Source: an optimization exercise on an open RTL-to-GDS flow (aim: small area and a short achievable clock period). Production flows keep margins and buffers that such runs may drop.
For this run, only the layout was checked, not whether the RTL still works.

File: flow/run.sh
#!/bin/bash
# synth_recipe.tcl (not shown) runs the flow's synth.tcl, then flattens the netlist and writes it again
# the make line also repeats each setting of config.mk as NAME=value (left out here)
make -C /OpenROAD-flow-scripts/flow DESIGN_CONFIG=/design/flow/config.mk WORK_HOME=/design/flow/orfs CLKGATE_MAP_FILE= SYNTH_SCRIPT=/design/flow/synth_recipe.tcl finish
File: flow/config.mk
export PLATFORM = sky130hd
export DESIGN_NAME = bbtronenhancedCPU
export DESIGN_NICKNAME = bbtronenhancedCPU
export VERILOG_FILES = /design/flow/design.v
export SDC_FILE = /design/flow/constraint.sdc
export NUM_CORES = 4
export LEC_CHECK = 0
export CAP_MARGIN = 20
export CORE_MARGIN = 2
export CORE_UTILIZATION = 40
export PLACE_DENSITY = 0.6
export SLEW_MARGIN = 20
File: flow/constraint.sdc
create_clock -name core_clock -period 140.0 [get_ports {clock}]
set_input_delay 28.0000 -clock core_clock [delete_from_list [all_inputs] [get_ports {clock}]]
set_output_delay 28.0000 -clock core_clock [all_outputs]
set_load 0.01 [all_outputs]
File: flow/design.v
module ALU (data1, data2, cu_aluOp, zero,   shamt, aluOut);
  input [31:0] data1;  
  input signed [31:0] data2;
  input [4:0] cu_aluOp;   
  input [4:0] shamt;  
  output reg [31:0] aluOut;  
  output zero;
  always @ (*) begin
    case(cu_aluOp[4:0])
      5'b00000: aluOut = data1;  
      5'b00001: aluOut = data1 + data2;  
      5'b00010: aluOut = data1 - data2;  
      5'b00011: aluOut = data2 + 1;  
      5'b00100: aluOut = data2 - 1;  
      5'b00101: aluOut = data1 & data2;  
      5'b00110: aluOut = data1 | data2;  
      5'b00111: aluOut = data1 ^ data2;  
      5'b01000: aluOut = ~ data1;  
      5'b01001: aluOut = data1 << shamt;  
      5'b01010: aluOut = data1 >> shamt;  
      5'b01011: aluOut = data1 < data2 ? 1 : 0;  
      5'b01100: aluOut = data1 * data2;  
      5'b01101: aluOut = (data2 == 0) ? 32'hFFFFFFFF : data1 / data2;  
      5'b01110: aluOut = (data2 == 0) ? data1 : data1 % data2;  
		5'b01111: aluOut = data2 + 0;  
		5'b10000: aluOut = data1 < data2 ? 1 : 0;  
		5'b10001: aluOut = data1 <= data2 ? 1 : 0;  
		5'b10010: aluOut = data1 > data2 ? 1 : 0;  
		5'b10011: aluOut = data1 >= data2 ? 1 : 0;  
		default: aluOut = 32'b0;
	endcase
  end
  assign zero = (aluOut == 0);  
endmodule  
module andmux (zero, cu_Branch, pcScr, opcode);
  input zero;
  input cu_Branch;
  input [5:0] opcode;
  output reg pcScr;
  always @ (*) begin
  if(zero && cu_Branch)
    pcScr = 1;
	else if((zero == 0) && (cu_Branch == 1) && (opcode == 6'b001010))
	 pcScr = 1;
	else
	 pcScr = 0;
  end
endmodule  
module controlUnity (opcode, cu_writeReg, cu_regDest, cu_memtoReg, cu_Jump, cu_inSignal, cu_aluScr, cu_writeEnable, cu_readEnable, cu_Branch, cu_aluOp, cu_hlt, cu_reset, cu_showDisplay, enterFlag);
  input [5:0] opcode;
  input enterFlag;
  output reg cu_writeReg, cu_regDest, cu_memtoReg, cu_inSignal, cu_aluScr, cu_writeEnable, cu_readEnable, cu_Branch, cu_hlt, cu_reset, cu_showDisplay;
  output reg [4:0] cu_aluOp;
  output reg [1:0] cu_Jump;
  always @ (opcode) begin
    case(opcode)
    6'b000000: begin  
    cu_writeReg = 1'b1;
    cu_regDest = 1'b0;	
    cu_memtoReg = 1'b0;
    cu_Jump = 2'b00;
    cu_inSignal = 1'b0;
    cu_aluScr = 1'b0;
    cu_writeEnable = 1'b0;
    cu_readEnable = 1'b0;
    cu_Branch = 1'b0;
    cu_aluOp = 5'b00001;
    cu_hlt = 1'b0;
    cu_reset = 1'b0;
	 cu_showDisplay = 1'b0;
    end
    6'b000001: begin  
    cu_writeReg = 1'b1;
    cu_regDest = 1'b0;
    cu_memtoReg = 1'b0;
    cu_Jump = 2'b00;
    cu_inSignal = 1'b0;
    cu_aluScr = 1'b0;
    cu_writeEnable = 1'b0;
    cu_readEnable = 1'b0;
    cu_Branch = 1'b0;
	 cu_aluOp = 5'b00010;
    cu_hlt = 1'b0;
    cu_reset = 1'b0;
	 cu_showDisplay = 1'b0;
    end
    6'b000010: begin  
    cu_writeReg = 1'b1;
    cu_regDest = 1'b0;
    cu_memtoReg = 1'b0;
    cu_Jump = 2'b00;
    cu_inSignal = 1'b0;
    cu_aluScr = 1'b0;
    cu_writeEnable = 1'b0;
    cu_readEnable = 1'b0;
    cu_Branch = 1'b0;
    cu_aluOp = 5'b00101;
    cu_hlt = 1'b0;
    cu_reset = 1'b0;
	 cu_showDisplay = 1'b0;
    end
    6'b000011: begin  
    cu_writeReg = 1'b1;
    cu_regDest = 1'b0;
    cu_memtoReg = 1'b0;
    cu_Jump = 2'b00;
    cu_inSignal = 1'b0;
    cu_aluScr = 1'b0;
    cu_writeEnable = 1'b0;
    cu_readEnable = 1'b0;
    cu_Branch = 1'b0;
    cu_aluOp = 5'b00110;
    cu_hlt = 1'b0;
    cu_reset = 1'b0;
	 cu_showDisplay = 1'b0;
    end
    6'b000100: begin  
    cu_writeReg = 1'b1;
    cu_regDest = 1'b0;
    cu_memtoReg = 1'b0;
    cu_Jump = 2'b00;
    cu_inSignal = 1'b0;
    cu_aluScr = 1'b0;
    cu_writeEnable = 1'b0;
    cu_readEnable = 1'b0;
    cu_Branch = 1'b0;
    cu_aluOp = 5'b00111;
    cu_hlt = 1'b0;
    cu_reset = 1'b0;
	 cu_showDisplay = 1'b0;
    end
    6'b000101: begin  
    cu_writeReg = 1'b1;
    cu_regDest = 1'b0;
    cu_memtoReg = 1'b0;
    cu_Jump = 2'b00;
    cu_inSignal = 1'b0;
    cu_aluScr = 1'b0;
    cu_writeEnable = 1'b0;
    cu_readEnable = 1'b0;
    cu_Branch = 1'b0;
    cu_aluOp = 5'b01011;
    cu_hlt = 1'b0;
    cu_reset = 1'b0;
	 cu_showDisplay = 1'b0;
    end
    6'b000110: begin  
    cu_writeReg = 1'b1;
    cu_regDest = 1'b0;
    cu_memtoReg = 1'b0;
    cu_Jump = 2'b00;
    cu_inSignal = 1'b0;
    cu_aluScr = 1'b0;
    cu_writeEnable = 1'b0;
    cu_readEnable = 1'b0;
    cu_Branch = 1'b0;
    cu_aluOp = 5'b01100;
    cu_hlt = 1'b0;
    cu_reset = 1'b0;
	 cu_showDisplay = 1'b0;
    end
    6'b000111: begin  
    cu_writeReg = 1'b1;
    cu_regDest = 1'b0;
    cu_memtoReg = 1'b0;
    cu_Jump = 2'b00;
    cu_inSignal = 1'b0;
    cu_aluScr = 1'b0;
    cu_writeEnable = 1'b0;
    cu_readEnable = 1'b0;
    cu_Branch = 1'b0;
    cu_aluOp = 5'b01101;
    cu_hlt = 1'b0;
    cu_reset = 1'b0;
	 cu_showDisplay = 1'b0;
    end
    6'b001000: begin  
    cu_writeReg = 1'b1;
    cu_regDest = 1'b0;
    cu_memtoReg = 1'b0;
    cu_Jump = 2'b00;
    cu_inSignal = 1'b0;
    cu_aluScr = 1'b0;
    cu_writeEnable = 1'b0;
    cu_readEnable = 1'b0;
    cu_Branch = 1'b0;
    cu_aluOp = 5'b01110;
    cu_hlt = 1'b0;
    cu_reset = 1'b0;
	 cu_showDisplay = 1'b0;
    end
    6'b001001: begin  
    cu_writeReg = 1'b0;
    cu_regDest = 1'b1;
    cu_memtoReg = 1'b0;
    cu_Jump = 2'b00;
    cu_inSignal = 1'b0;
    cu_aluScr = 1'b0;
    cu_writeEnable = 1'b0;
    cu_readEnable = 1'b0;
    cu_Branch = 1'b1;
    cu_aluOp = 5'b00010;
    cu_hlt = 1'b0;
    cu_reset = 1'b0;
	 cu_showDisplay = 1'b0;
    end
    6'b001010: begin  
    cu_writeReg = 1'b0;
    cu_regDest = 1'b1;
    cu_memtoReg = 1'b0;
    cu_Jump = 2'b00;
    cu_inSignal = 1'b0;
    cu_aluScr = 1'b0;
    cu_writeEnable = 1'b0;
    cu_readEnable = 1'b0;
    cu_Branch = 1'b1;
    cu_aluOp = 5'b00010;
    cu_hlt = 1'b0;
    cu_reset = 1'b0;
	 cu_showDisplay = 1'b0;
    end
    6'b001011: begin  
    cu_writeReg = 1'b1;
    cu_regDest = 1'b1;
    cu_memtoReg = 1'b0;
    cu_Jump = 2'b00;
    cu_inSignal = 1'b0;
    cu_aluScr = 1'b1;
    cu_writeEnable = 1'b0;
    cu_readEnable = 1'b0;
    cu_Branch = 1'b0;
    cu_aluOp = 5'b00001;
    cu_hlt = 1'b0;
    cu_reset = 1'b0;
	 cu_showDisplay = 1'b0;
    end
    6'b001100: begin  
    cu_writeReg = 1'b1;
    cu_regDest = 1'b1;
    cu_memtoReg = 1'b0;
    cu_Jump = 2'b00;
    cu_inSignal = 1'b0;
    cu_aluScr = 1'b1;
    cu_writeEnable = 1'b0;
    cu_readEnable = 1'b0;
    cu_Branch = 1'b0;
    cu_aluOp = 5'b00010;
    cu_hlt = 1'b0;
    cu_reset = 1'b0;
	 cu_showDisplay = 1'b0;
    end
    6'b001101: begin  
    cu_writeReg = 1'b1;
    cu_regDest = 1'b1;
    cu_memtoReg = 1'b0;
    cu_Jump = 2'b00;
    cu_inSignal = 1'b0;
    cu_aluScr = 1'b0;
    cu_writeEnable = 1'b0;
    cu_readEnable = 1'b0;
    cu_Branch = 1'b0;
    cu_aluOp = 5'b00011;
    cu_hlt = 1'b0;
    cu_reset = 1'b0;
	 cu_showDisplay = 1'b0;
    end
    6'b001110: begin  
    cu_writeReg = 1'b1;
    cu_regDest = 1'b1;
    cu_memtoReg = 1'b0;
    cu_Jump = 2'b00;
    cu_inSignal = 1'b0;
    cu_aluScr = 1'b0;
    cu_writeEnable = 1'b0;
    cu_readEnable = 1'b0;
    cu_Branch = 1'b0;
    cu_aluOp = 5'b00100;
    cu_hlt = 1'b0;
    cu_reset = 1'b0;
	 cu_showDisplay = 1'b0;
    end
    6'b001111: begin  
    cu_writeReg = 1'b1;
    cu_regDest = 1'b1;
    cu_memtoReg = 1'b1;
    cu_Jump = 2'b00;
    cu_inSignal = 1'b0;
    cu_aluScr = 1'b1;
    cu_writeEnable = 1'b0;
    cu_readEnable = 1'b1;
    cu_Branch = 1'b0;
    cu_aluOp = 5'b00001;
    cu_hlt = 1'b0;
    cu_reset = 1'b0;
	 cu_showDisplay = 1'b0;
    end
    6'b010000: begin  
    cu_writeReg = 1'b0;
    cu_regDest = 1'b1;
    cu_memtoReg = 1'b0;
    cu_Jump = 2'b00;
    cu_inSignal = 1'b0;
    cu_aluScr = 1'b1;
    cu_writeEnable = 1'b1;
    cu_readEnable = 1'b0;
    cu_Branch = 1'b0;
    cu_aluOp = 5'b00001;
    cu_hlt = 1'b0;
    cu_reset = 1'b0;
	 cu_showDisplay = 1'b0;
    end
    6'b010001: begin  
    cu_writeReg = 1'b1;
    cu_regDest = 1'b1;
    cu_memtoReg = 1'b0;
    cu_Jump = 2'b00;
    cu_inSignal = 1'b0;
    cu_aluScr = 1'b0;
    cu_writeEnable = 1'b0;
    cu_readEnable = 1'b0;
    cu_Branch = 1'b0;
    cu_aluOp = 5'b01000;
    cu_hlt = 1'b0;
    cu_reset = 1'b0;
	 cu_showDisplay = 1'b0;
    end
    6'b010010: begin  
    cu_writeReg = 1'b1;
    cu_regDest = 1'b1;
    cu_memtoReg = 1'b0;
    cu_Jump = 2'b00;
    cu_inSignal = 1'b0;
    cu_aluScr = 1'b1;
    cu_writeEnable = 1'b0;
    cu_readEnable = 1'b0;
    cu_Branch = 1'b0;
    cu_aluOp = 5'b01001;
    cu_hlt = 1'b0;
    cu_reset = 1'b0;
	 cu_showDisplay = 1'b0;
    end
    6'b010011: begin  
    cu_writeReg = 1'b1;
    cu_regDest = 1'b1;
    cu_memtoReg = 1'b0;
    cu_Jump = 2'b00;
    cu_inSignal = 1'b0;
    cu_aluScr = 1'b1;
    cu_writeEnable = 1'b0;
    cu_readEnable = 1'b0;
    cu_Branch = 1'b0;
    cu_aluOp = 5'b01010;
    cu_hlt = 1'b0;
    cu_reset = 1'b0;
	 cu_showDisplay = 1'b0;
    end
    6'b010100: begin  
    cu_writeReg = 1'b1;
    cu_regDest = 1'b1;
    cu_memtoReg = 1'b0;
    cu_Jump = 2'b00;
    cu_inSignal = 1'b0;
    cu_aluScr = 1'b1;
    cu_writeEnable = 1'b0;
    cu_readEnable = 1'b0;
    cu_Branch = 1'b0;
    cu_aluOp = 5'b00001;
    cu_hlt = 1'b0;
    cu_reset = 1'b0;
	 cu_showDisplay = 1'b0;
    end
    6'b010101: begin  
    cu_writeReg = 1'b1;
    cu_regDest = 1'b1;
    cu_memtoReg = 1'b0;
    cu_Jump = 2'b00;
    cu_inSignal = 1'b1;
    cu_aluScr = 1'b1;
    cu_writeEnable = 1'b0;
    cu_readEnable = 1'b0;
    cu_Branch = 1'b0;
    cu_aluOp = 5'b00001;
	 if (enterFlag)
			cu_hlt = 1'b1;
		else
			cu_hlt = 1'b0;
    cu_reset = 1'b0;
	 cu_showDisplay = 1'b0;
    end
    6'b010110: begin  
    cu_writeReg = 1'b0;
    cu_regDest = 1'b0;
    cu_memtoReg = 1'b0;
    cu_Jump = 2'b00;
    cu_inSignal = 1'b0;
    cu_aluScr = 1'b0;
    cu_writeEnable = 1'b0;
    cu_readEnable = 1'b0;
    cu_Branch = 1'b0;
    cu_aluOp = 5'b00000;
	 if (enterFlag)
			cu_hlt = 1'b1;
		else
			cu_hlt = 1'b0;
    cu_reset = 1'b0;
	 cu_showDisplay = 1'b1;
    end
    6'b010111: begin  
    cu_writeReg = 1'b0;
    cu_regDest = 1'b0;
    cu_memtoReg = 1'b0;
    cu_Jump = 2'b01;
    cu_inSignal = 1'b0;
    cu_aluScr = 1'b0;
    cu_writeEnable = 1'b0;
    cu_readEnable = 1'b0;
    cu_Branch = 1'b0;
    cu_aluOp = 5'b00000;
    cu_hlt = 1'b0;
    cu_reset = 1'b0;
	 cu_showDisplay = 1'b0;
    end
    6'b011000: begin  
    cu_writeReg = 1'b0;
    cu_regDest = 1'b0;
    cu_memtoReg = 1'b0;
    cu_Jump = 2'b00;
    cu_inSignal = 1'b0;
    cu_aluScr = 1'b0;
    cu_writeEnable = 1'b0;
    cu_readEnable = 1'b0;
    cu_Branch = 1'b0;
    cu_aluOp = 5'b00000;
    cu_hlt = 1'b1;
    cu_reset = 1'b0;
	 cu_showDisplay = 1'b0;
    end
    6'b011001: begin  
    cu_writeReg = 1'b0;
    cu_regDest = 1'b0;
    cu_memtoReg = 1'b0;
    cu_Jump = 2'b00;
    cu_inSignal = 1'b0;
    cu_aluScr = 1'b0;
    cu_writeEnable = 1'b0;
    cu_readEnable = 1'b0;
    cu_Branch = 1'b0;
    cu_aluOp = 5'b00000;
    cu_hlt = 1'b0;
    cu_reset = 1'b1;
	 cu_showDisplay = 1'b0;
    end
	 6'b011010: begin  
    cu_writeReg = 1'b1;
    cu_regDest = 1'b0;
    cu_memtoReg = 1'b0;
    cu_Jump = 2'b01;
    cu_inSignal = 1'b0;
    cu_aluScr = 1'b0;
    cu_writeEnable = 1'b0;
    cu_readEnable = 1'b0;
    cu_Branch = 1'b0;
    cu_aluOp = 5'b00000;
    cu_hlt = 1'b0;
    cu_reset = 1'b0;
	 cu_showDisplay = 1'b0;
    end
	 6'b011011: begin  
    cu_writeReg = 1'b0;
    cu_regDest = 1'b0;
    cu_memtoReg = 1'b0;
    cu_Jump = 2'b10;
    cu_inSignal = 1'b0;
    cu_aluScr = 1'b0;
    cu_writeEnable = 1'b0;
    cu_readEnable = 1'b0;
    cu_Branch = 1'b0;
    cu_aluOp = 5'b00000;
    cu_hlt = 1'b0;
    cu_reset = 1'b0;
	 cu_showDisplay = 1'b0;
    end
	  6'b011100: begin  
    cu_writeReg = 1'b0;
    cu_regDest = 1'b1;
    cu_memtoReg = 1'b0;
    cu_Jump = 2'b00;
    cu_inSignal = 1'b0;
    cu_aluScr = 1'b0;
    cu_writeEnable = 1'b0;
    cu_readEnable = 1'b0;
    cu_Branch = 1'b1;
    cu_aluOp = 5'b10000;
    cu_hlt = 1'b0;
    cu_reset = 1'b0;
	 cu_showDisplay = 1'b0;
    end
	 6'b011101: begin  
    cu_writeReg = 1'b0;
    cu_regDest = 1'b1;
    cu_memtoReg = 1'b0;
    cu_Jump = 2'b00;
    cu_inSignal = 1'b0;
    cu_aluScr = 1'b0;
    cu_writeEnable = 1'b0;
    cu_readEnable = 1'b0;
    cu_Branch = 1'b1;
    cu_aluOp = 5'b10001;
    cu_hlt = 1'b0;
    cu_reset = 1'b0;
	 cu_showDisplay = 1'b0;
    end
	 6'b011110: begin  
    cu_writeReg = 1'b0;
    cu_regDest = 1'b1;
    cu_memtoReg = 1'b0;
    cu_Jump = 2'b00;
    cu_inSignal = 1'b0;
    cu_aluScr = 1'b0;
    cu_writeEnable = 1'b0;
    cu_readEnable = 1'b0;
    cu_Branch = 1'b1;
    cu_aluOp = 5'b10010;
    cu_hlt = 1'b0;
    cu_reset = 1'b0;
	 cu_showDisplay = 1'b0;
    end
	 6'b011111: begin  
    cu_writeReg = 1'b0;
    cu_regDest = 1'b1;
    cu_memtoReg = 1'b0;
    cu_Jump = 2'b00;
    cu_inSignal = 1'b0;
    cu_aluScr = 1'b0;
    cu_writeEnable = 1'b0;
    cu_readEnable = 1'b0;
    cu_Branch = 1'b1;
    cu_aluOp = 5'b10011;
    cu_hlt = 1'b0;
    cu_reset = 1'b0;
	 cu_showDisplay = 1'b0;
    end
	 6'b100000: begin  
    cu_writeReg = 1'b1;
    cu_regDest = 1'b1;
    cu_memtoReg = 1'b0;
    cu_Jump = 2'b00;
    cu_inSignal = 1'b0;
    cu_aluScr = 1'b0;
    cu_writeEnable = 1'b0;
    cu_readEnable = 1'b0;
    cu_Branch = 1'b0;
    cu_aluOp = 5'b00000;
    cu_hlt = 1'b0;
    cu_reset = 1'b0;
	 cu_showDisplay = 1'b0;
    end
	 6'b100001: begin  
    cu_writeReg = 1'b1;
    cu_regDest = 1'b1;
    cu_memtoReg = 1'b0;
    cu_Jump = 2'b00;
    cu_inSignal = 1'b0;
    cu_aluScr = 1'b1;
    cu_writeEnable = 1'b0;
    cu_readEnable = 1'b0;
    cu_Branch = 1'b0;
    cu_aluOp = 5'b00000;
    cu_hlt = 1'b0;
    cu_reset = 1'b0;
	 cu_showDisplay = 1'b0;
    end
	 default: begin  
    cu_writeReg = 1'b0;
    cu_regDest = 1'b0;
    cu_memtoReg = 1'b0;
    cu_Jump = 2'b00;
    cu_inSignal = 1'b0;
    cu_aluScr = 1'b0;
    cu_writeEnable = 1'b0;
    cu_readEnable = 1'b0;
    cu_Branch = 1'b0;
    cu_aluOp = 5'b00000;
    cu_hlt = 1'b0;
    cu_reset = 1'b0;
	 cu_showDisplay = 1'b0;
    end
  endcase
 end
endmodule  
module dataMemory (memoryAddy, writeData, cu_writeEnable, clock, dataRAMOutput, cu_readEnable);
  input [4:0] memoryAddy;
  input [31:0] writeData;
  input cu_writeEnable, clock, cu_readEnable;
  output [31:0] dataRAMOutput;
  reg [31:0] RAM[31:0];
  always @ (posedge clock) begin
    if (cu_writeEnable == 1)
      RAM[memoryAddy] <= writeData;
  end
  assign dataRAMOutput = RAM[memoryAddy];
endmodule  
module registerBench (readAddy1, readAddy2, writeAddy, writeData, data1, data2, data3, clock, cu_writeReg, cu_Jump, pC);
  input [4:0] readAddy1;   
  input [4:0] readAddy2;   
  input [4:0] writeAddy;   
  input [31:0] writeData;  
  input [32:0] pC;  
  input clock, cu_writeReg, cu_Jump;  
  output [31:0] data1;   
  output [31:0] data2;   
  output [31:0] data3;   
  reg [31:0] regBench [31:0];
  always @ (posedge clock) begin
    if(cu_writeReg)begin
      regBench[writeAddy] <= writeData;
	end
	if(cu_writeReg && cu_Jump)begin
      regBench[31] <= pC + 1;
	end
	 regBench[0] <= 32'b0;
  end
  assign data1 = (regBench[readAddy1]);
  assign data2 = (regBench[readAddy2]);
  assign data3 = (regBench[writeAddy]);
endmodule  
module programCounter (inAddy, outAddy, hlt, clock, reset);
  input clock, reset;
  input [15:0] inAddy;
  input hlt;
  reg[15:0] novo;
  output reg [15:0] outAddy;
  always @ ( * ) begin
    novo = inAddy;
  end
  always @ (posedge clock) begin
    if(reset)begin
		outAddy <= 0;
    end  
    else if(hlt) begin
		 end 
    else
      outAddy <= novo;
  end
endmodule  
module muxPCScr (extenderOutputA, outAddy, out, pcScr);
  input pcScr;
  input [15:0] outAddy;
  input [31:0] extenderOutputA;
  output reg [31:0] out;
  always @ ( * ) begin
    if(pcScr)
      out = extenderOutputA;
    else
      out = outAddy + 1;
  end
endmodule  
module muxJump (muxPCScr, signExtenderJ, out, cu_Jump, data1);
  input [1:0] cu_Jump;
  input [31:0] muxPCScr;
  input [31:0] signExtenderJ;
  input [31:0] data1;
  output reg [31:0] out;
  always @ ( * ) begin
    if(cu_Jump == 2'b01)
      out = signExtenderJ;
    else if(cu_Jump == 2'b10)
      out = data1;
		else
			 out = muxPCScr;
  end
endmodule  
module muxALUScr (data2, extenderOutputA, out, cu_aluScr);
  input cu_aluScr;
  input [31:0] data2;
  input [31:0] extenderOutputA;
  output reg [31:0] out;
  always @ ( * ) begin
    if(cu_aluScr)
      out = extenderOutputA;
    else
      out = data2;
  end
endmodule  
module muxInSignal (immediate, switches, out, cu_inSignal);
  input cu_inSignal;
  input [15:0] immediate;
  input [15:0] switches;
  output reg [15:0] out;
  always @ ( * ) begin
    if(cu_inSignal)
      out = switches;
    else
      out = immediate;
  end
endmodule  
module muxMemtoReg (aluOut, dataRAMOutput, out, cu_memtoReg);
  input cu_memtoReg;
  input [31:0] aluOut;
  input [31:0] dataRAMOutput;
  output reg [31:0] out;
  always @ ( * ) begin
    if(cu_memtoReg)
      out = dataRAMOutput;
    else
      out = aluOut;
  end
endmodule  
module muxRegDest (readAddy2, writeAddy, out, cu_regDest);
  input cu_regDest;
  input [4:0] readAddy2;
  input [4:0] writeAddy;
  output reg [4:0] out;
  always @ ( * ) begin
    if(cu_regDest)
      out = readAddy2;
    else
      out = writeAddy;
  end
endmodule  
module signExtenderJ (inputB, extenderOutputB);
    input [25:0] inputB;   
    output reg [31:0] extenderOutputB;
    always @ ( * ) begin  
      extenderOutputB = inputB;
      if(inputB[25]) begin
        extenderOutputB = {{6{1'b1}}, inputB};
        end
      else begin
        extenderOutputB = {{6{1'b0}}, inputB};
		  end
	 end	  
endmodule  
module signExtenderR (inputA, extenderOutputA);
  input [15:0] inputA;   
  output reg [31:0] extenderOutputA;
  always @ ( * ) begin  
        extenderOutputA = inputA;
        if(inputA[15]) begin
          extenderOutputA = {{16{1'b1}}, inputA};
          end
        else begin
          extenderOutputA = {{16{1'b0}}, inputA};
		  end
  end
endmodule  
module binToBCD (in, centena, dezena, unidade, negative);
	input [7:0] in;
	reg [7:0] in2;
	output reg [3:0] centena, dezena, unidade;
	output reg negative;
	integer i ;
	always@(in)
		begin
			if(in[7])
				begin
					in2 = ~in + 1;
				end
			else
				begin
					in2 = in;
				end
		centena = 4'd0;
		dezena = 4'd0;
		unidade = 4'd0;
		for(i = 7; i >= 0; i = i - 1)
			begin
				if(centena >= 5)
					centena = centena + 4'd3;
				if(dezena >= 5)
					dezena = dezena + 4'd3;
				if(unidade >= 5)
					unidade = unidade + 4'd3;
				centena = centena << 1;
				centena [0] = dezena [3];
				dezena = dezena << 1;
				dezena [0] = unidade [3];
				unidade = unidade << 1;
				unidade [0] = in2 [i];
			end
	end
endmodule
module display (Entrada, Saida, cu_showDisplay) ;
	input [3:0] Entrada;
	output reg [6:0] Saida;
	input cu_showDisplay;
	always@( * )
		begin
			if(cu_showDisplay)begin
			case (Entrada)
				4'b0000 : Saida = 7'b0000001 ;
				4'b0001 : Saida = 7'b1001111 ;
				4'b0010 : Saida = 7'b0010010 ;
				4'b0011 : Saida = 7'b0000110 ;
				4'b0100 : Saida = 7'b1001100 ;
				4'b0101 : Saida = 7'b0100100 ;
				4'b0110 : Saida = 7'b0100000 ;
				4'b0111 : Saida = 7'b0001111 ;
				4'b1000 : Saida = 7'b0000000 ;
				4'b1001 : Saida = 7'b0001100 ;
				default : Saida = 7'b1111111 ;
			endcase
			end
			else
				Saida = 7'b1111111 ;
		end
endmodule
module outModule(in, out1, out2, out3, negative, cu_showDisplay);
	input [32:0] in;
	input cu_showDisplay;
	wire [3:0] centena, dezena, unidade;
	output wire negative;
	output wire [6:0] out1, out2, out3;
		binToBCD b2bcd(.in(in [7:0]), .centena(centena), .dezena(dezena), .unidade(unidade));
		assign negative = (in[7] && cu_showDisplay) ? 0 : 1;
		display d1(.Entrada(centena), .Saida(out1), .cu_showDisplay(cu_showDisplay));
		display d2(.Entrada(dezena), .Saida(out2), .cu_showDisplay(cu_showDisplay));
		display d3(.Entrada(unidade), .Saida(out3), .cu_showDisplay(cu_showDisplay));
endmodule
module bbtronenhancedCPU (clock, reset, switches, instr_addr, instr_data, wire_out1, wire_out2, wire_out3, wire_negative);
  input clock;
  input reset;
  input [15:0] switches;
  output [15:0] instr_addr;
  input [31:0] instr_data;
  wire wire_cu_writeReg;
  wire wire_cu_regDest;
  wire wire_cu_memtoReg;
  wire [1:0] wire_cu_Jump;
  wire wire_cu_inSignal;
  wire wire_cu_aluScr;
  wire wire_cu_writeEnable;
  wire wire_cu_readEnable;
  wire wire_cu_Branch;
  wire [4:0] wire_cu_aluOp;
  wire wire_cu_hlt;
  wire wire_cu_reset;
  wire wire_cu_showDisplay;
  wire [15:0] wire_outAddy;
  wire [31:0] wire_RAMOutput;
  wire [31:0] wire_extenderOutputA;
  wire [31:0] wire_extenderOutputB;
  wire [31:0] wire_data1;
  wire [31:0] wire_data2;
  wire [31:0] wire_data3;
  wire [31:0] wire_dataRAMOutput;
  wire [31:0] wire_aluOut;
  wire wire_zero;
  output wire [6:0] wire_out1;
  output wire [6:0] wire_out2;
  output wire [6:0] wire_out3;
  output wire wire_negative;
  wire [4:0] wire_out_regdest;
  wire [31:0] wire_out_memtoreg;
  wire [31:0] wire_out_jump;
  wire [15:0] wire_out_insignal;
  wire [31:0] wire_out_aluscr;
  wire wire_out_andmux;
  wire [31:0] wire_out_pcsrc;
  wire wire_enterFlag;
  wire wire_clock;
  assign wire_clock = clock;
  assign wire_RAMOutput = instr_data;
  assign instr_addr = wire_outAddy;
  assign wire_enterFlag = 1'b0;
  programCounter inst_programCounter(.inAddy(wire_out_jump [15:0]), .outAddy(wire_outAddy [15:0]), .hlt(wire_cu_hlt), .clock(wire_clock), .reset(reset));
  signExtenderR inst_signExtenderR(.inputA(wire_out_insignal [15:0]), .extenderOutputA(wire_extenderOutputA [31:0]));
  signExtenderJ inst_signExtenderJ(.inputB(wire_RAMOutput [25:0]), .extenderOutputB(wire_extenderOutputB [31:0]));
  registerBench inst_registerBench(.readAddy1(wire_RAMOutput [25:21]), .readAddy2(wire_RAMOutput [20:16]), .writeAddy(wire_out_regdest [4:0]), .writeData(wire_out_memtoreg [31:0]), .data1(wire_data1 [31:0]), .data2(wire_data2 [31:0]), .data3(wire_data3 [31:0]), .clock(wire_clock), .cu_writeReg(wire_cu_writeReg), .cu_Jump(wire_cu_Jump[0]), .pC({17'b0, wire_outAddy [15:0]}));
  controlUnity inst_controlUnity(.opcode(wire_RAMOutput [31:26]), .cu_writeReg(wire_cu_writeReg), .cu_regDest(wire_cu_regDest), .cu_memtoReg(wire_cu_memtoReg), .cu_Jump(wire_cu_Jump[1:0]), .cu_inSignal(wire_cu_inSignal), .cu_aluScr(wire_cu_aluScr), .cu_writeEnable(wire_cu_writeEnable), .cu_readEnable(wire_cu_readEnable), .cu_Branch(wire_cu_Branch), .cu_aluOp(wire_cu_aluOp[4:0]), .cu_hlt(wire_cu_hlt), .cu_reset(wire_cu_reset), .cu_showDisplay(wire_cu_showDisplay), .enterFlag(wire_enterFlag));
  dataMemory inst_dataMemory(.memoryAddy(wire_aluOut [4:0]), .writeData(wire_data2 [31:0]), .cu_writeEnable(wire_cu_writeEnable), .clock(wire_clock), .dataRAMOutput(wire_dataRAMOutput [31:0]), .cu_readEnable(wire_cu_readEnable));
  ALU inst_ALU(.data1(wire_data1 [31:0]), .data2(wire_out_aluscr [31:0]), .cu_aluOp(wire_cu_aluOp [4:0]), .zero(wire_zero), .shamt(wire_RAMOutput [10:6]), .aluOut(wire_aluOut [31:0]));
  outModule inst_outModule(.in({1'b0, wire_data1 [31:0]}), .out1(wire_out1 [6:0]), .out2(wire_out2 [6:0]), .out3(wire_out3 [6:0]), .negative(wire_negative), .cu_showDisplay(wire_cu_showDisplay));
  muxRegDest inst_muxRegDest(.readAddy2(wire_RAMOutput [20:16]), .writeAddy(wire_RAMOutput [15:11]), .out(wire_out_regdest [4:0]), .cu_regDest(wire_cu_regDest));
  muxMemtoReg inst_muxMemtoReg(.aluOut(wire_aluOut [31:0]), .dataRAMOutput(wire_dataRAMOutput [31:0]), .out(wire_out_memtoreg [31:0]), .cu_memtoReg(wire_cu_memtoReg));
  muxJump inst_muxJump(.muxPCScr(wire_out_pcsrc [31:0]), .signExtenderJ(wire_extenderOutputB [31:0]), .out(wire_out_jump[31:0]), .cu_Jump(wire_cu_Jump[1:0]), .data1(wire_data1[31:0]));
  muxInSignal inst_muxInSignal(.immediate(wire_RAMOutput [15:0]), .switches(switches), .out(wire_out_insignal [15:0]), .cu_inSignal(wire_cu_inSignal));
  muxALUScr inst_muxALUScr(.data2(wire_data2 [31:0]), .extenderOutputA(wire_extenderOutputA [31:0]), .out(wire_out_aluscr [31:0]), .cu_aluScr(wire_cu_aluScr));
  andmux inst_andmux(.zero(wire_zero), .cu_Branch(wire_cu_Branch), .pcScr(wire_out_andmux), .opcode(wire_RAMOutput [31:26]));
  muxPCScr inst_muxPCScr(.extenderOutputA(wire_extenderOutputA [31:0]), .outAddy(wire_outAddy [15:0]), .out(wire_out_pcsrc [31:0]), .pcScr(wire_out_andmux));
endmodule  
==> flow_summary_export.csv <==
group,metric,value,unit
grt,groute.usage.overall,36.2,%
sta,final-max-slew-violation-count,0,
die,initial_core_util,40.3,%
cells_and_area,areaGrowthSynthToFinish,9.98,%
routing,detail_route.wirelength,709000,um
logic_synthesis,netlist-cell-type-count,126,
clocking,cts_tree,"done",
routing,detailedRoute.firstPassIterationCount,6,
flow_run,drv_cap,0,
clocking,cts_repair_resize_count,0,
die,floorplan.die_area,0.380,sq mm
cells_and_area,register_area,0.0607,sq mm
status,outcome,"finished clean",
setup_path,crit_path_end_kind,"register",
cells_and_area,layout-drive-gt1-share,11.8,%
die,die_h,617,um
die,coreArea,0.373,sq mm
cells_and_area,fill_cells,35000,
clocking,clk_transition_reported_paths,0.07,ns
grt,grt_start_max_net_pins,148,
sta,fmaxAchievable,0.00760,GHz
setup_path,critPathLaunchType,"primary input",
logic_synthesis,yosys_most_used_dff,"sky130_fd_sc_hd__edfxtp_1",
sta,tightest_slew,1.31,ns
die,floorplan.die.width,617,um
clocking,clock_tree.root_cell,"sky130_fd_sc_hd__clkbuf_16",
clocking,clock_path_buffers,4,
setup_path,cp.required,140.60,ns
sta,final-setup-viol-count,0,
routing,routed_wire_length_per_instance,36.4,um
sta,report.final.hold_viol_count,0,
die,floorplan.rows,224,
logic_synthesis,dominant_cells_by_area_after_synthesis,"sky130_fd_sc_hd__edfxtp_1, sky130_fd_sc_hd__ha_1, sky130_fd_sc_hd__fa_1",
grt,first_global_vias,122000,
logic_synthesis,yosysWarnings,16,
clocking,worstSkewPairLatency,0.87,ns
sta,final.period_utilization,94.0,%
hold_path,holdCritPathClass,"register to register",
logic_synthesis,synthArstFlopShare,0,%
setup_path,cpMaxStageDelayCell,"sky130_fd_sc_hd__o41ai_4",
clocking,cts_inserted_buffers,194,
logic_synthesis,syn_inst,14400,
routing,drt-initial-drc-count,18600,
routing,drc,0,
clocking,postCtsSetupRepairBufs,0,
logic_synthesis,synthesis.area,0.150,sq mm
die,pin_count,88,
setup_path,critical_path_class,"primary input to register",
setup_path,critPathBufInv,33,
logic_synthesis,post_synth.cell_area_avg,10.5,sq um
sta,grt_setup_unrepaired,"no",
routing,drt-vias-per-instance,6.66,
grt,number_of_antenna_violations_at_the_first_check_in_global_routing,62,
setup_path,cp_slowest_stage_delay,1.06,ns
logic_synthesis,ys_ff_latch,2032,
grt,grt.overflow.total,0,
placement,post-dp-hpwl,499000,um
cells_and_area,multi_input_comb_area,0.0844,sq mm
grt,grt_first_pass_wirelength,975000,um
sta,final.setup.tns,0,ns
sta,worst_clock_skew,0.0658,ns
logic_synthesis,seq_area_frac_synth,40.4,%
setup_path,critPathMostFrequentCell,"sky130_fd_sc_hd__ha_1",
logic_synthesis,post_synth_edffs,2001,
sta,final_period_minus_worst_setup_slack,131.66,ns
placement,gp_congestion,1.09,
setup_path,timing.critical_path.max_delay_family,"compound AO/OA/AOI/OAI gates",
cells_and_area,mostFrequentLayoutCells,"sky130_fd_sc_hd__edfxtp_1, sky130_fd_sc_hd__nand2_1, sky130_fd_sc_hd__nor2_1",
placement,port-buffer-count,87,
setup_path,setup_slack_on_the_worst_flop_to_flop_path,37.05,ns
cells_and_area,final_net_count,15600,
clocking,total_number_of_h_tree_levels,4,
cells_and_area,layout.cells.most_common,"sky130_fd_sc_hd__edfxtp_1",
routing,antenna_violating_nets_post_route,0,
routing,detailroute.via_count,130000,
setup_path,worstPathArrival,132.26,ns
logic_synthesis,synth.net_count,15600,
setup_path,critical_path.max_fanout,112,
logic_synthesis,synth_top_cell_area_share,40.0,%
clocking,clkSinkCount,2032,
sta,slew_headroom,11.4,%
sta,fin_hold_ws,0.502,ns
logic_synthesis,synth_top_cell_by_area,"sky130_fd_sc_hd__edfxtp_1",
clocking,cts_hold_buf,0,
layout make-up:
| type | instances | share of cell area, % |
|---|---|---|
| Multi-Input combinational cell | 10800 | 51.1 |
| Sequential cell | 2032 | 36.8 |
| Tap cell | 4972 | 3.77 |
| Clock buffer | 236 | 3.08 |
| Timing Repair Buffer | 619 | 3.01 |
| Inverter | 716 | 1.63 |
| Clock inverter | 108 | 0.583 |
| Antenna cell | 32 | 0.0485 |
stage by stage:
step	setup slack, ns	cells	util [%]	area, sq um
after global placement	12.38	19100	42.6	159000
after floorplan	31.75	14400	-	150000
final	8.34	19500	44.3	165000
after CTS	11.90	19400	44.2	165000
after detailed placement	11.31	19100	42.6	159000
after global routing	3.67	19500	44.3	165000
logic make-up (layout without fill, tap and decap cells):
logic type,after synthesis,count (layout),share of synthesized area (%)
fa+ha+maj,1222,1222,12.2
mux,1208,1208,10.7
buf+inv,1560,1679,4.30
compound gates,3519,3519,16.1
other cells,0,32,0
flops,2032,2032,40.4
xor+xnor,523,523,3.05
simple gates,4289,4289,13.2
synth_stat cells, drive strengths merged (81+ instances only):
library cell / number
ha: 810
inv: 708
a21o: 231
nand2b: 91
mux4: 295
o21ai: 558
nor2b: 101
a211oi: 203
clkbuf: 427
fa: 412
o21a: 163
a31oi: 155
a21oi: 774
o22ai: 140
nor3: 246
nand2: 1398
xor2: 204
a221oi: 94
and3: 243
nand4: 88
nor2: 1388
mux2: 193
xnor2: 319
and2: 81
nand3: 266
edfxtp: 2001
buf: 417
o211ai: 118
mux2i: 720
a22oi: 190
routing by layer:
| metal | share of wire, % | vias up | global-route usage (%) |
|---|---|---|---|
| met5 | 0.053 | - | 0 |
| met4 | 8.1 | 36 | 24.5 |
| met3 | 12 | 2224 | 10.1 |
| met2 | 43 | 9066 | 53.9 |
| met1 | 37 | 64600 | 45.9 |
| li1 | - | 53800 | - |
flip-flops by register name, indices dropped and copies added, names as in the netlist:
register,count
inst_registerBench.regBench,992
inst_programCounter.outAddy,16
inst_dataMemory.RAM,1024
worst reg2reg max path, delay by kind of cell (launching register included):
kind | cells | cell delay, ns
AND/OR/NAND/NOR | 118 | 33.83
buffers and inverters | 30 | 8.98
AO/OA/AOI/OAI | 160 | 47.42
multiplexers | 6 | 1.80
flip-flops | 1 | 0.40
adder cells (fa/ha/maj) | 31 | 10.28
worst paths after layout:
kind | startpoint | to | depth (start not counted)
worst min register to register | inst_registerBench.regBench[31][29]$_SDFFE_PP0P_ | inst_registerBench.regBench[31][29]$_SDFFE_PP0P_ | 1
worst min-delay path | inst_registerBench.regBench[31][29]$_SDFFE_PP0P_ | inst_registerBench.regBench[31][29]$_SDFFE_PP0P_ | 1
worst max register to register | inst_registerBench.regBench[29][22]$_DFFE_PP_ | inst_registerBench.regBench[31][6]$_DFFE_PP_ | 345
worst max-delay path | instr_data[16] | inst_registerBench.regBench[31][6]$_DFFE_PP_ | 348

separate check: timing with driven ports:
No port has a modelled driver above. Below, the same layout with a new extraction and two added sets of constraints. Step 1: set_driving_cell puts a clkbuf_16 on clock and a buf_2 on each other input, an assumption about the parent block. Step 2 adds t to the input delays and takes it off the output delays; t is the mean of the earliest and latest rising clock arrival at the registers after step 1. Input paths then give back, and output paths get back, about the clock's delay inside the block. a / b / c = no drivers / after step 1 / after step 2; a / b = the first two.
t, ns: 0.939
setup slack, ns: 8.340 / 8.232 / 7.293
worst register clock-pin slew, ns: 0.07 / 0.07
After both steps setup and hold are still met in this run. The setup slack of this run moves by -0.108 ns with the drivers and by -1.047 ns with both steps.
